From an optimization exercise on the open Yosys and OpenROAD flow, aimed at small area; shortcuts taken in it are not production practice.
RTL that was checked went through simulation tests only; none was proved equivalent to the original.
Power figures rest on the tool's default switching activity, not on a simulated workload.

## alpha
==> module dcpu16_alu, before the edit <==
module dcpu16_alu ( 
   m,
   x, y, z
   );
   output [23:0] m;
   input [15:0]  x;
   input [7:0] 	 y;
   input [15:0]  z;
   assign m = x * y + z;
endmodule  
==> flow/config.mk <==
export PLATFORM = sky130hd
export DESIGN_NAME = dcpu16_cpu
export DESIGN_NICKNAME = dcpu16_cpu
export VERILOG_FILES = /design/flow/design.v
export SDC_FILE = /design/flow/constraint.sdc
export NUM_CORES = 4
export LEC_CHECK = 0
export CAP_MARGIN = 20
export CORE_MARGIN = 2
export CORE_UTILIZATION = 40
export CTS_BUF_LIST = sky130_fd_sc_hd__clkbuf_16
export CTS_CLUSTER_DIAMETER = 100
export CTS_CLUSTER_SIZE = 20
export SLEW_MARGIN = 20
==> flow/constraint.sdc <==
create_clock -name core_clock -period 10.0 [get_ports {clk}]
set_input_delay 2.0000 -clock core_clock [delete_from_list [all_inputs] [get_ports {clk}]]
set_output_delay 2.0000 -clock core_clock [all_outputs]
set_load 0.01 [all_outputs]
standard.sh (not shown) runs the stock make flow with config.mk's settings and CLKGATE_MAP_FILE= SYNTH_SCRIPT=/design/flow/synth_recipe.tcl, a recipe that flattens the netlist after the stock synthesis.
==> flow/flow/run.sh <==
#!/bin/bash
# Standard ORFS layout, with the port buffers made from the smallest buffer
# cell instead of the platform default. Each tool's output is logged by ORFS
# under orfs/logs; this script's own output goes to run_flow.log.
set -e
export BUFFER_PORTS_ARGS="-buffer_cell sky130_fd_sc_hd__buf_1"
bash standard.sh > run_flow.log 2>&1
Inputs modified between alpha and beta:
--- a/flow/design.v
+++ b/flow/design.v
@@ -1,12 +1,20 @@
-module dcpu16_alu ( 
-   m,
-   x, y, z
-   );
-   output [23:0] m;
-   input [15:0]  x;
-   input [7:0] 	 y;
-   input [15:0]  z;
-   assign m = x * y + z;
-endmodule  
+module dcpu16_alu(output [23:0] m, input [15:0] x, input [7:0] y, input [15:0] z);
+  wire [23:0] s [0:8];
+  wire [23:0] c [0:8];
+  assign s[0] = {8'd0, z};
+  assign c[0] = 24'd0;
+  genvar j, i;
+  generate
+    for (j = 0; j < 8; j = j + 1) begin : row
+      wire [23:0] pp = {8'd0, x & {16{y[j]}}} << j;
+      for (i = 0; i < 24; i = i + 1) begin : col
+        wire a = s[j][i], b = pp[i], ci = (i > 0) ? c[j][i-1] : 1'b0;
+        assign s[j+1][i] = a ^ b ^ ci;
+        assign c[j+1][i] = (a & b) | (a & ci) | (b & ci);
+      end
+    end
+  endgenerate
+  assign m = s[8] + {c[8][22:0], 1'b0};
+endmodule
 module dcpu16_ctl ( 
    ireg, pha, opc, rra, rwa, rwe, bra,
--- outcome ---
beta completed; timing, DRC and antenna clean. beta: clock-net power lower than alpha. Looking at flip-flop and latch share of the layout cell area across beta and alpha, the one that comes out lower is alpha. Die area (higher): alpha. Looking at total power, beta sits about 5% below alpha. Of the two values seen for worst setup path endpoint, m0.regO[15] was produced by beta and m0.regO[8] by alpha. beta against alpha: total length of routed met2 wires went up, final design area excluding fillers went down by 330 um2, wire length dropped 1.0 mm, non-clock buffer area fraction after layout climbed 2.2 points. In the reports for beta and alpha, the smaller final period utilization belongs to alpha. Status: worst path required time parity (beta, alpha). For beta, the top power group was sequential cells, unlike alpha, where it was combinational logic. A commonest non-fill, non-tap cell in the layout of sky130_fd_sc_hd__nor2_1 is what beta shows, while sky130_fd_sc_hd__nand2_1 belongs to alpha.
Function not checked in alpha: the RTL went through the layout flow alone.


Another version of the RTL of dcpu16_cpu (not shown whole).
Size in the first run: about 2800 cells after synthesis, about 330 flip-flops.
Settings: LEC_CHECK=0, ABC_AREA=1, CAP_MARGIN=0, CORE_MARGIN=2, CORE_UTILIZATION=60, CTS_BUF_LIST=sky130_fd_sc_hd__clkbuf_16, CTS_CLUSTER_DIAMETER=100, CTS_CLUSTER_SIZE=20, SLEW_MARGIN=0; clock period 10.0 ns.
Scripts as last shown in full above: flow/flow/run.sh
The baseline completed without violations.
Next try:
--- a/flow/design.v
+++ b/flow/design.v
@@ -205,29 +205,27 @@
 	  2'o1: if (wsp) regSP <= regR;
 	  2'o3: if (Fspi | Fspd | Fjsr) regSP <= spAdj;
 	  2'o0: if (Fspi | Fspd) regSP <= spAdj;
 	  default: ;
 	endcase
 	if (pha == 2'o1)
 	  wsp <= Frsp & CC;
      end
    wire [15:0] 		nxB = (g_stb) ? g_dti : (_rd) ? rrd : regB;
    wire [15:0] 		nwr;
-   dcpu16_add ea0 (.s(nwr), .a(rrd), .b(g_dti), .ci(1'b0));
+   dcpu16_add ea0 (.s(nwr), .a(rrd & {(16){Eind | Enwr}}),
+		   .b(g_dti & {(16){Enwr | Enwi}}), .ci(1'b0));
    reg [15:0] 		ec;
    always @* begin
-      ec = (Eind) ? rrd :
-	   (Enwr) ? nwr :
-	   (Epsh | Epek) ? regSP :
+      ec = (Epsh | Epek) ? regSP :
 	   (Epop) ? spAdj :
-	   (Enwi) ? g_dti :
-	   16'h0;
+	   nwr;
    end
    reg [15:0] 		eaN, eaF;
    wire 		aStk = (decA[5:1] == 5'b01100) & ~Fjsr;  
    always @(posedge clk)
      if (ena) begin
 	case (pha)
 	  2'o3: eaN <= regSP;
 	  2'o0: if (~aStk) eaN <= (Fjsr) ? regSP : ec;
 	  2'o1: begin
 	     eaN <= ec;
After rerunning: Cell count stays flat; register-to-register slack got worse by 0.11 ns; first-iteration DRC count went up by 4.6%; total power shrinks by 0.65%; count of clock-buffer cells in the layout does not change; flip-flop and latch count does not change; combinational power drops by 4.0%; design area went down by 1.0%; non-clock buffer count is unchanged; worst hold slack loses 0.0087 ns; sequential power hardly moves; wire length went down by 0.32%; die area goes down by 1.4%.


## run A
The RTL this note starts from:
==> flow/design.v <==
module dcpu16_alu ( 
   m,
   x, y, z
   );
   output [23:0] m;
   input [15:0]  x;
   input [7:0] 	 y;
   input [15:0]  z;
   assign m = x * y + z;
endmodule  
module dcpu16_ctl ( 
   ireg, pha, opc, rra, rwa, rwe, bra,
   CC, wpc, f_dti, clk, ena, rst
   );
   output [15:0] ireg;
   output [1:0]  pha;
   output [3:0]  opc;
   output [2:0]  rra,
		 rwa;
   output 	 rwe;
   output 	 bra;
   input 	 CC;
   input 	 wpc;
   input [15:0]  f_dti;
   input 	 clk,
		 ena,
		 rst;
   reg 			bra;
   reg [15:0] 		ireg;
   reg [3:0] 		opc;
   reg [1:0] 		pha;
   reg [2:0] 		rra;
   reg [2:0] 		rwa;
   reg 			rwe;
   wire [5:0] 		decA, decB;
   wire [3:0] 		decO;
   assign {decB, decA, decO} = ireg;
   wire 		Fbra = (ireg[4:0] == 5'h10);
   always @(posedge clk)
     if (rst)
       pha <= 2'h0;
     else if (ena)
       pha <= pha + 1;
   always @(posedge clk)
     if (rst) begin
	ireg <= 16'h0;
	opc <= 4'h0;
     end else if (ena & (pha == 2'o2)) begin
	ireg <= (wpc | Fbra) ? 16'd1 : f_dti;
	opc <= ireg[3:0];
     end
   reg _bra;
   always @(posedge clk)
     if (rst) begin
	_bra <= 1'h0;
	bra <= 1'h0;
     end else if (ena) begin
	if (pha == 2'o0)
	  {bra, _bra} <= {_bra & CC, (ireg[5:0] == 6'h10)};
	else
	  bra <= 1'b0;
     end
   reg _rwe;
   always @(posedge clk)
     if (rst) begin
	_rwe <= 1'h0;
	rra <= 3'h0;
	rwa <= 3'h0;
	rwe <= 1'h0;
     end else if (ena) begin
	rra <= pha[0] ? decA[2:0] : decB[2:0];
	rwe <= (pha == 2'o0) & _rwe & CC & (opc[3:2] != 2'o3);
	if (pha == 2'o2) begin
	   rwa <= decA[2:0];
	   _rwe <= (decA[5:3] == 3'o0) & (decO != 4'h0);
	end
     end
endmodule  
module dcpu16_mbus ( 
   g_adr, g_stb, g_wre, f_adr, f_stb, f_wre, f_dto, ena, wpc, rwd,
   g_dti, g_ack, f_dti, f_ack, bra, rrd, ireg, opc, pha, clk, rst, CC
   );
   output [15:0] g_adr;
   output 	 g_stb,
		 g_wre;
   input [15:0]  g_dti;
   input 	 g_ack;
   output [15:0] f_adr;
   output 	 f_stb,
		 f_wre;
   output [15:0] f_dto;
   input [15:0]  f_dti;
   input 	 f_ack;
   output 	 ena;
   output 	 wpc;
   output [15:0] rwd;
   output 	 CC;
   input 	 bra;
   input [15:0]  rrd;
   input [15:0]  ireg;
   input [3:0] 	 opc;
   input [1:0] 	 pha;
   input 	 clk,
		 rst;
   reg 			g_stb;
   reg 			f_stb;
   reg 			f_wre;
   reg [15:0] 		regA;
   reg [15:0] 		regB;
   reg 			wpc;
   reg 			wsp;
   reg [15:0] 		regSP,
			regPC;
   reg 			CC;
   reg [15:0] 		regO;
   reg [15:0] 		regR;
   assign ena = (f_stb ~^ f_ack) & (g_stb ~^ g_ack);  
   wire [5:0] 		decA, decB;
   wire [3:0] 		decO;
   assign {decB, decA, decO} = ireg;
   wire 		Fjsr = (ireg[4:0] == 5'h10);
   wire [5:0] 		ed = (pha[0]) ? decB : decA;
   wire 		Eind = (ed[5:3] == 3'o1);  
   wire 		Enwr = (ed[5:3] == 3'o2);  
   wire 		Epop = (ed[5:0] == 6'h18);  
   wire 		Epek = (ed[5:0] == 6'h19);  
   wire 		Epsh = (ed[5:0] == 6'h1A);  
   wire 		Ersp = (ed[5:0] == 6'h1B);  
   wire 		Erpc = (ed[5:0] == 6'h1C);  
   wire 		Erro = (ed[5:0] == 6'h1D);  
   wire 		Enwi = (ed[5:0] == 6'h1E);  
   wire 		Esht = ed[5];  
   wire [5:0] 		fg = (pha[0]) ? decA : decB;
   wire 		Fdir = (fg[5:3] == 3'o0);  
   wire 		Find = (fg[5:3] == 3'o1);  
   wire 		Fnwr = (fg[5:3] == 3'o2);  
   wire 		Fspi = (fg[5:0] == 6'h18);  
   wire 		Fspr = (fg[5:0] == 6'h19);  
   wire 		Fspd = (fg[5:0] == 6'h1A);  
   wire 		Frsp = (fg[5:0] == 6'h1B);  
   wire 		Frpc = (fg[5:0] == 6'h1C);  
   wire 		Fnwi = (fg[5:0] == 6'h1E);  
   wire 		Fnwl = (fg[5:0] == 6'h1F);  
   wire 		Fnw = Fnwr | Fnwi | Fnwl;  
   wire 		Fmem = Find | Fnwr | Fspr | Fspi | Fspd | Fnwi;
   wire [15:0] 		pcInc = regPC + 16'd1;
   wire 		pcUp = (pha == 2'o2) | (g_stb & ~pha[1]);
   wire [15:0] 		rpc = (wpc) ? regR : (bra) ? regB : (pcUp) ? pcInc : regPC;
   always @(posedge clk)
     if (rst) begin
	regPC <= 16'h0;
	wpc <= 1'h0;
     end else if (ena) begin
	regPC <= (pha == 2'o1) ? rpc : (pcUp) ? pcInc : regPC;
	if (pha == 2'o1)
	  wpc <= Frpc & CC;
     end
   wire 		spDn = (pha == 2'o1) ? ~Fjsr : (fg[1] | Fjsr);
   wire [15:0] 		spAdj = regSP + {{(15){spDn}}, 1'b1};
   always @(posedge clk)
     if (rst) begin
	regSP <= 16'hFFFF;
	wsp <= 1'h0;
     end else if (ena) begin
	case (pha)
	  2'o1: if (wsp) regSP <= regR;
	  2'o3: if (Fspi | Fspd | Fjsr) regSP <= spAdj;
	  2'o0: if (Fspi | Fspd) regSP <= spAdj;
	  default: ;
	endcase
	if (pha == 2'o1)
	  wsp <= Frsp & CC;
     end
   wire [15:0] 		nxB = (g_stb) ? g_dti : (_rd) ? rrd : regB;
   wire 		sub = pha[1] & (opc[0] | opc[2]);
   wire [15:0] 		adA = (pha[1]) ? regA : rrd;
   wire [15:0] 		adB = nxB ^ {(16){sub}};
   wire [16:0] 		adS = {1'b0, adA} + {1'b0, adB} + {16'd0, sub};
   reg [15:0] 		ec;
   always @* begin
      ec = (Eind) ? rrd :
	   (Enwr) ? adS[15:0] :
	   (Epsh | Epek) ? regSP :
	   (Epop) ? spAdj :
	   (Enwi) ? g_dti :
	   16'h0;
   end
   reg [15:0] 		eaN, eaF;
   wire 		aStk = (decA[5:1] == 5'b01100) & ~Fjsr;  
   always @(posedge clk)
     if (ena) begin
	case (pha)
	  2'o3: eaN <= regSP;
	  2'o0: if (~aStk) eaN <= (Fjsr) ? regSP : ec;
	  2'o1: begin
	     eaN <= ec;
	     eaF <= eaN;
	  end
	  default: ;
	endcase
     end
   assign g_wre = 1'b0;
   assign g_adr = (pha == 2'o2) ? eaF :
		  (pha == 2'o3) ? eaN :
		  regPC;
   always @(posedge clk)
     if (rst)
       g_stb <= 1'h0;
     else if (ena)
       g_stb <= (pha[0] ^ pha[1]) ? Fmem : Fnw;
   reg 			_wre;
   always @(posedge clk)
     if (rst) begin
	_wre <= 1'h0;
	f_stb <= 1'h0;
	f_wre <= 1'h0;
     end else if (ena) begin
	if (pha == 2'o1)
	  _wre <= Fmem | Fjsr;
	case (pha)
	  2'o1: {f_stb,f_wre} <= (Fjsr) ? 2'o0 : 2'o2;
	  2'o0: {f_stb,f_wre} <= {_wre, _wre & CC};
	  default: {f_stb,f_wre} <= 2'o0;
	endcase
     end
   assign f_adr = (pha == 2'o1) ? eaF : regPC;
   reg 			_rd;
   reg [15:0] 		opr;
   always @(posedge clk)
     if (rst)
       _rd <= 1'h0;
     else if (ena)
       _rd <= (pha[0] ^ pha[1]) & Fdir;
   always @(posedge clk)
     if (rst) begin
	regA <= 16'h0;
	regB <= 16'h0;
     end else if (ena) begin
	case (pha)
	  2'o0: regA <= opr;
	  2'o2: regA <= (g_stb) ? g_dti :
			(Fjsr) ? regPC :
			(_rd) ? rrd :
			regA;
	  default: ;
	endcase
	case (pha)
	  2'o1: regB <= opr;
	  2'o3: regB <= nxB;
	  default: ;
	endcase
     end
   always @* begin
      opr = (g_stb) ? g_dti :
	    (Ersp) ? regSP :
	    (Erpc) ? regPC :
	    (Erro) ? regO :
	    (Esht) ? {11'd0,ed[4:0]} :
	    16'h0;
   end
   wire 		oShl = (opc == 4'h7);
   wire 		oShr = (opc == 4'h8);
   wire [3:0] 		sht = (pha[1]) ? nxB[3:0] : regB[3:0];
   wire [3:0] 		shs = (oShr) ? -sht : sht;
   wire [7:0] 		yOh = (8'd1 << shs[2:0]) & {(8){shs[3] ^ pha[1]}};
   wire [7:0] 		yB = (pha[1]) ? nxB[7:0] : regB[15:8];
   wire [7:0] 		mY = (oShl | oShr) ? yOh : yB;
   reg [23:0] 		P;
   wire [23:0] 		mM;
   dcpu16_alu
     x0 (.m(mM), .x(regA), .y(mY), .z((pha[1]) ? 16'd0 : P[23:8]));
   wire [31:0] 		prod = {mM, P[7:0]};
   wire 		addOp = (opc[3:1] == 3'b001) | (opc[3:2] == 2'b11);
   always @(posedge clk)
     if (ena & (pha == 2'o3))
       P <= (addOp) ? {7'd0, adS[16] ^ sub, adS[15:0]} : mM;
   wire 		c = P[16];
   wire 		z16 = (P[15:0] == 16'd0);
   wire 		shlBig = |regB[15:5];
   wire 		shrBig = |regB[15:4];
   assign f_dto = regR;
   assign rwd = regR;
   always @(posedge clk)
     if (rst) begin
	CC <= 1'h0;
	regO <= 16'h0;
	regR <= 16'h0;
     end else if (ena & (pha == 2'o0)) begin
	case (opc)
	  4'h2: regO <= {15'd0,c};
	  4'h3: regO <= {(16){c}};
	  4'h4: regO <= prod[31:16];
	  4'h7: regO <= (shlBig) ? 16'd0 : (regB[4]) ? prod[15:0] : prod[31:16];
	  4'h8: regO <= (shrBig) ? 16'd0 : (regB[3:0] == 4'd0) ? prod[15:0] : prod[31:16];
	  default: ;
	endcase
	case (opc)
	  4'h0: regR <= regA;
	  4'h1: regR <= regB;
	  4'h2: regR <= P[15:0];
	  4'h3: regR <= P[15:0];
	  4'h4: regR <= prod[15:0];
	  4'h7: regR <= (shlBig | regB[4]) ? 16'd0 : prod[15:0];
	  4'h9: regR <= regA & regB;
	  4'hA: regR <= regA | regB;
	  4'hB: regR <= regA ^ regB;
	  default: regR <= 16'h0;
	endcase
	case (opc)
	  4'hC: CC <= z16;
	  4'hD: CC <= ~z16;
	  4'hE: CC <= ~c & ~z16;
	  4'hF: CC <= |(regA & regB);
	  default: CC <= 1'b1;
	endcase
     end
endmodule  
module dcpu16_regs ( 
   rrd,
   rwd, rra, rwa, rwe, ena, clk
   );
   output [15:0] rrd;  
   input [15:0]  rwd;  
   input [2:0] 	 rra,  
		 rwa;  
   input 	 rwe;  
   input 	 ena,
		 clk;
   reg [15:0] 	 file [0:7];
   assign rrd = file[rra];
   always @(posedge clk)
     if (ena & rwe)
       file[rwa] <= rwd;
endmodule  
module dcpu16_cpu ( 
   g_wre, g_stb, g_dto, g_adr, f_wre, f_stb, f_dto, f_adr,
   rst, g_dti, g_ack, f_dti, f_ack, clk
   );
   output [15:0] f_adr;
   output [15:0] f_dto;
   output 	 f_stb;
   output 	 f_wre;
   output [15:0] g_adr;
   output [15:0] g_dto;
   output 	 g_stb;
   output 	 g_wre;
   input 	 clk;
   input 	 f_ack;
   input [15:0]  f_dti;
   input 	 g_ack;
   input [15:0]  g_dti;
   input 	 rst;
   wire 	 CC, bra, ena, rwe, wpc;
   wire [15:0] 	 ireg, rrd, rwd;
   wire [3:0] 	 opc;
   wire [1:0] 	 pha;
   wire [2:0] 	 rra, rwa;
   assign g_dto = f_dto;
   dcpu16_ctl
     c0 (.ireg(ireg), .pha(pha), .opc(opc), .rra(rra), .rwa(rwa), .rwe(rwe),
	 .bra(bra), .CC(CC), .wpc(wpc), .f_dti(f_dti), .clk(clk), .ena(ena),
	 .rst(rst));
   dcpu16_mbus
     m0 (.g_adr(g_adr), .g_stb(g_stb), .g_wre(g_wre), .f_adr(f_adr),
	 .f_stb(f_stb), .f_wre(f_wre), .f_dto(f_dto), .ena(ena), .wpc(wpc),
	 .rwd(rwd), .g_dti(g_dti), .g_ack(g_ack), .f_dti(f_dti), .f_ack(f_ack),
	 .bra(bra), .rrd(rrd), .ireg(ireg), .opc(opc), .pha(pha), .clk(clk),
	 .rst(rst), .CC(CC));
   dcpu16_regs
     r0 (.rrd(rrd), .rwd(rwd), .rra(rra), .rwa(rwa), .rwe(rwe), .ena(ena),
	 .clk(clk));
endmodule  
clock: 10.0 ns
lec_check: 0
cap_margin: 20
core_margin: 2
core_utilization: 40
slew_margin: 20
run.sh (not shown) runs the stock make flow with config.mk's settings and CLKGATE_MAP_FILE= SYNTH_SCRIPT=/design/flow/synth_recipe.tcl, a recipe that flattens the netlist after the stock synthesis.
Stock flow here: none of the scripts above is used.
Edits applied to the flow inputs when going from run A to run D:
--- a/flow/design.v
+++ b/flow/design.v
@@ -143,35 +143,42 @@
    wire 		Fnwl = (fg[5:0] == 6'h1F);  
    wire 		Fnw = Fnwr | Fnwi | Fnwl;  
    wire 		Fmem = Find | Fnwr | Fspr | Fspi | Fspd | Fnwi;
    wire [15:0] 		pcInc = regPC + 16'd1;
-   wire 		pcUp = (pha == 2'o2) | (g_stb & ~pha[1]);
-   wire [15:0] 		rpc = (wpc) ? regR : (bra) ? regB : (pcUp) ? pcInc : regPC;
+   wire [15:0] 		pcDec = regPC - 16'd1;
+   wire [15:0] 		rpc = (wpc) ? regR : (bra) ? regB : regPC;
    always @(posedge clk)
      if (rst) begin
 	regPC <= 16'h0;
 	wpc <= 1'h0;
      end else if (ena) begin
-	regPC <= (pha == 2'o1) ? rpc : (pcUp) ? pcInc : regPC;
+	case (pha)
+	  2'o1: regPC <= rpc;
+	  2'o2: regPC <= pcInc;
+	  default: if (Fnw) regPC <= pcInc;
+	endcase
 	if (pha == 2'o1)
 	  wpc <= Frpc & CC;
      end
-   wire 		spDn = (pha == 2'o1) ? ~Fjsr : (fg[1] | Fjsr);
-   wire [15:0] 		spAdj = regSP + {{(15){spDn}}, 1'b1};
+   wire [15:0] 		spInc = regSP + 16'd1;
+   wire [15:0] 		spDec = regSP - 16'd1;
    always @(posedge clk)
      if (rst) begin
 	regSP <= 16'hFFFF;
 	wsp <= 1'h0;
      end else if (ena) begin
 	case (pha)
 	  2'o1: if (wsp) regSP <= regR;
-	  2'o3: if (Fspi | Fspd | Fjsr) regSP <= spAdj;
-	  2'o0: if (Fspi | Fspd) regSP <= spAdj;
+	  2'o3: if (Fspi | Fspd | Fjsr) regSP <= (fg[1] | Fjsr) ? spDec : spInc;
+	  2'o0: if (Fspi | Fspd) regSP <= (fg[1] | Fjsr) ? spDec : spInc;
 	  default: ;
 	endcase
 	if (pha == 2'o1)
 	  wsp <= Frsp & CC;
      end
+   wire 		spUp = (ed == 6'h18) & ~(pha[0] & Fjsr);
+   wire 		spDn = Fjsr & (pha[0] ? (ed == 6'h18) : (ed == 6'h19));
+   wire [15:0] 		spPrev = spUp ? spDec : spDn ? spInc : regSP;
    wire [15:0] 		nxB = (g_stb) ? g_dti : (_rd) ? rrd : regB;
    wire 		sub = pha[1] & (opc[0] | opc[2]);
    wire [15:0] 		adA = (pha[1]) ? regA : rrd;
    wire [15:0] 		adB = nxB ^ {(16){sub}};
@@ -179,20 +186,21 @@
    reg [15:0] 		ec;
    always @* begin
       ec = (Eind) ? rrd :
 	   (Enwr) ? adS[15:0] :
-	   (Epsh | Epek) ? regSP :
-	   (Epop) ? spAdj :
+	   (Epsh) ? regSP :
+	   (Epop | Epek) ? spPrev :
 	   (Enwi) ? g_dti :
 	   16'h0;
    end
    reg [15:0] 		eaN, eaF;
-   wire 		aStk = (decA[5:1] == 5'b01100) & ~Fjsr;  
    always @(posedge clk)
-     if (ena) begin
+     if (rst) begin
+	eaN <= 16'h0;
+	eaF <= 16'h0;
+     end else if (ena) begin
 	case (pha)
-	  2'o3: eaN <= regSP;
-	  2'o0: if (~aStk) eaN <= (Fjsr) ? regSP : ec;
+	  2'o0: eaN <= (Fjsr) ? regSP : ec;
 	  2'o1: begin
 	     eaN <= ec;
 	     eaF <= eaN;
 	  end
@@ -201,9 +209,9 @@
      end
    assign g_wre = 1'b0;
    assign g_adr = (pha == 2'o2) ? eaF :
 		  (pha == 2'o3) ? eaN :
-		  regPC;
+		  pcDec;
    always @(posedge clk)
      if (rst)
        g_stb <= 1'h0;
      else if (ena)
Findings:
Per the final summary, run D finished and its layout is clean on timing, DRC and antenna.
Summary of run D over run A: sequential fraction of design power went up, highest clock frequency the design can meet went up.
Note that the overall power of the completed layout recorded for run A amounts to 1.2 times the value seen in run D.
Summary: with run A as the reference, total wirelength of the detailed-routed design in run D moved up by a few percent.
Measured against run D, the clock-buffer cell count of run A comes out at 1.18 times the reference value.

-- port drivers added, routing unchanged --
In the flow no input, the clock included, has a driving cell. The finished layouts below were timed again as built, in two steps. Step 1 (the two cells are an assumption about what drives the block):
set clk [get_ports {clk}]
set_driving_cell -lib_cell sky130_fd_sc_hd__clkbuf_16 $clk
set_driving_cell -lib_cell sky130_fd_sc_hd__buf_2 [delete_from_list [all_inputs] $clk]
Step 2, shift: input delay + t, output delay - t, t = (earliest + latest rising clock arrival at the registers) / 2. This alone moves slack from input paths to output paths. a / b / c = ideal ports / drivers / drivers and shift; a / b = the first two.
run	t (ns)	slack for setup (ns)	hold slack, ns	worst setup path at the end	clock arrival spread, ns
alpha	0.618	1.558 / 1.559 / 0.974	0.453 / 0.453 / 0.453	input to register	0.056 / 0.056
beta	0.625	0.434 / 0.468 / -0.157	0.456 / 0.456 / 0.456	input to register	0.035 / 0.035
the first run of note 2	0.605	0.880 / 0.880 / 0.685	0.463 / 0.463 / 0.463	input to register	0.032 / 0.031
the second run of note 2	0.608	0.771 / 0.771 / 0.636	0.454 / 0.454 / 0.454	input to register	0.031 / 0.030
run A	0.643	0.391 / 0.377 / -0.267	0.448 / 0.448 / 0.448	input to register	0.037 / 0.037
run D	0.630	0.654 / 0.688 / 0.058	0.457 / 0.457 / 0.457	input to register	0.016 / 0.016
Met with ideal ports but missed after step 2: setup timing in beta and run A. The setup slack of run A, which loses most, moves by -0.014 ns with the drivers and by -0.658 ns with both steps.
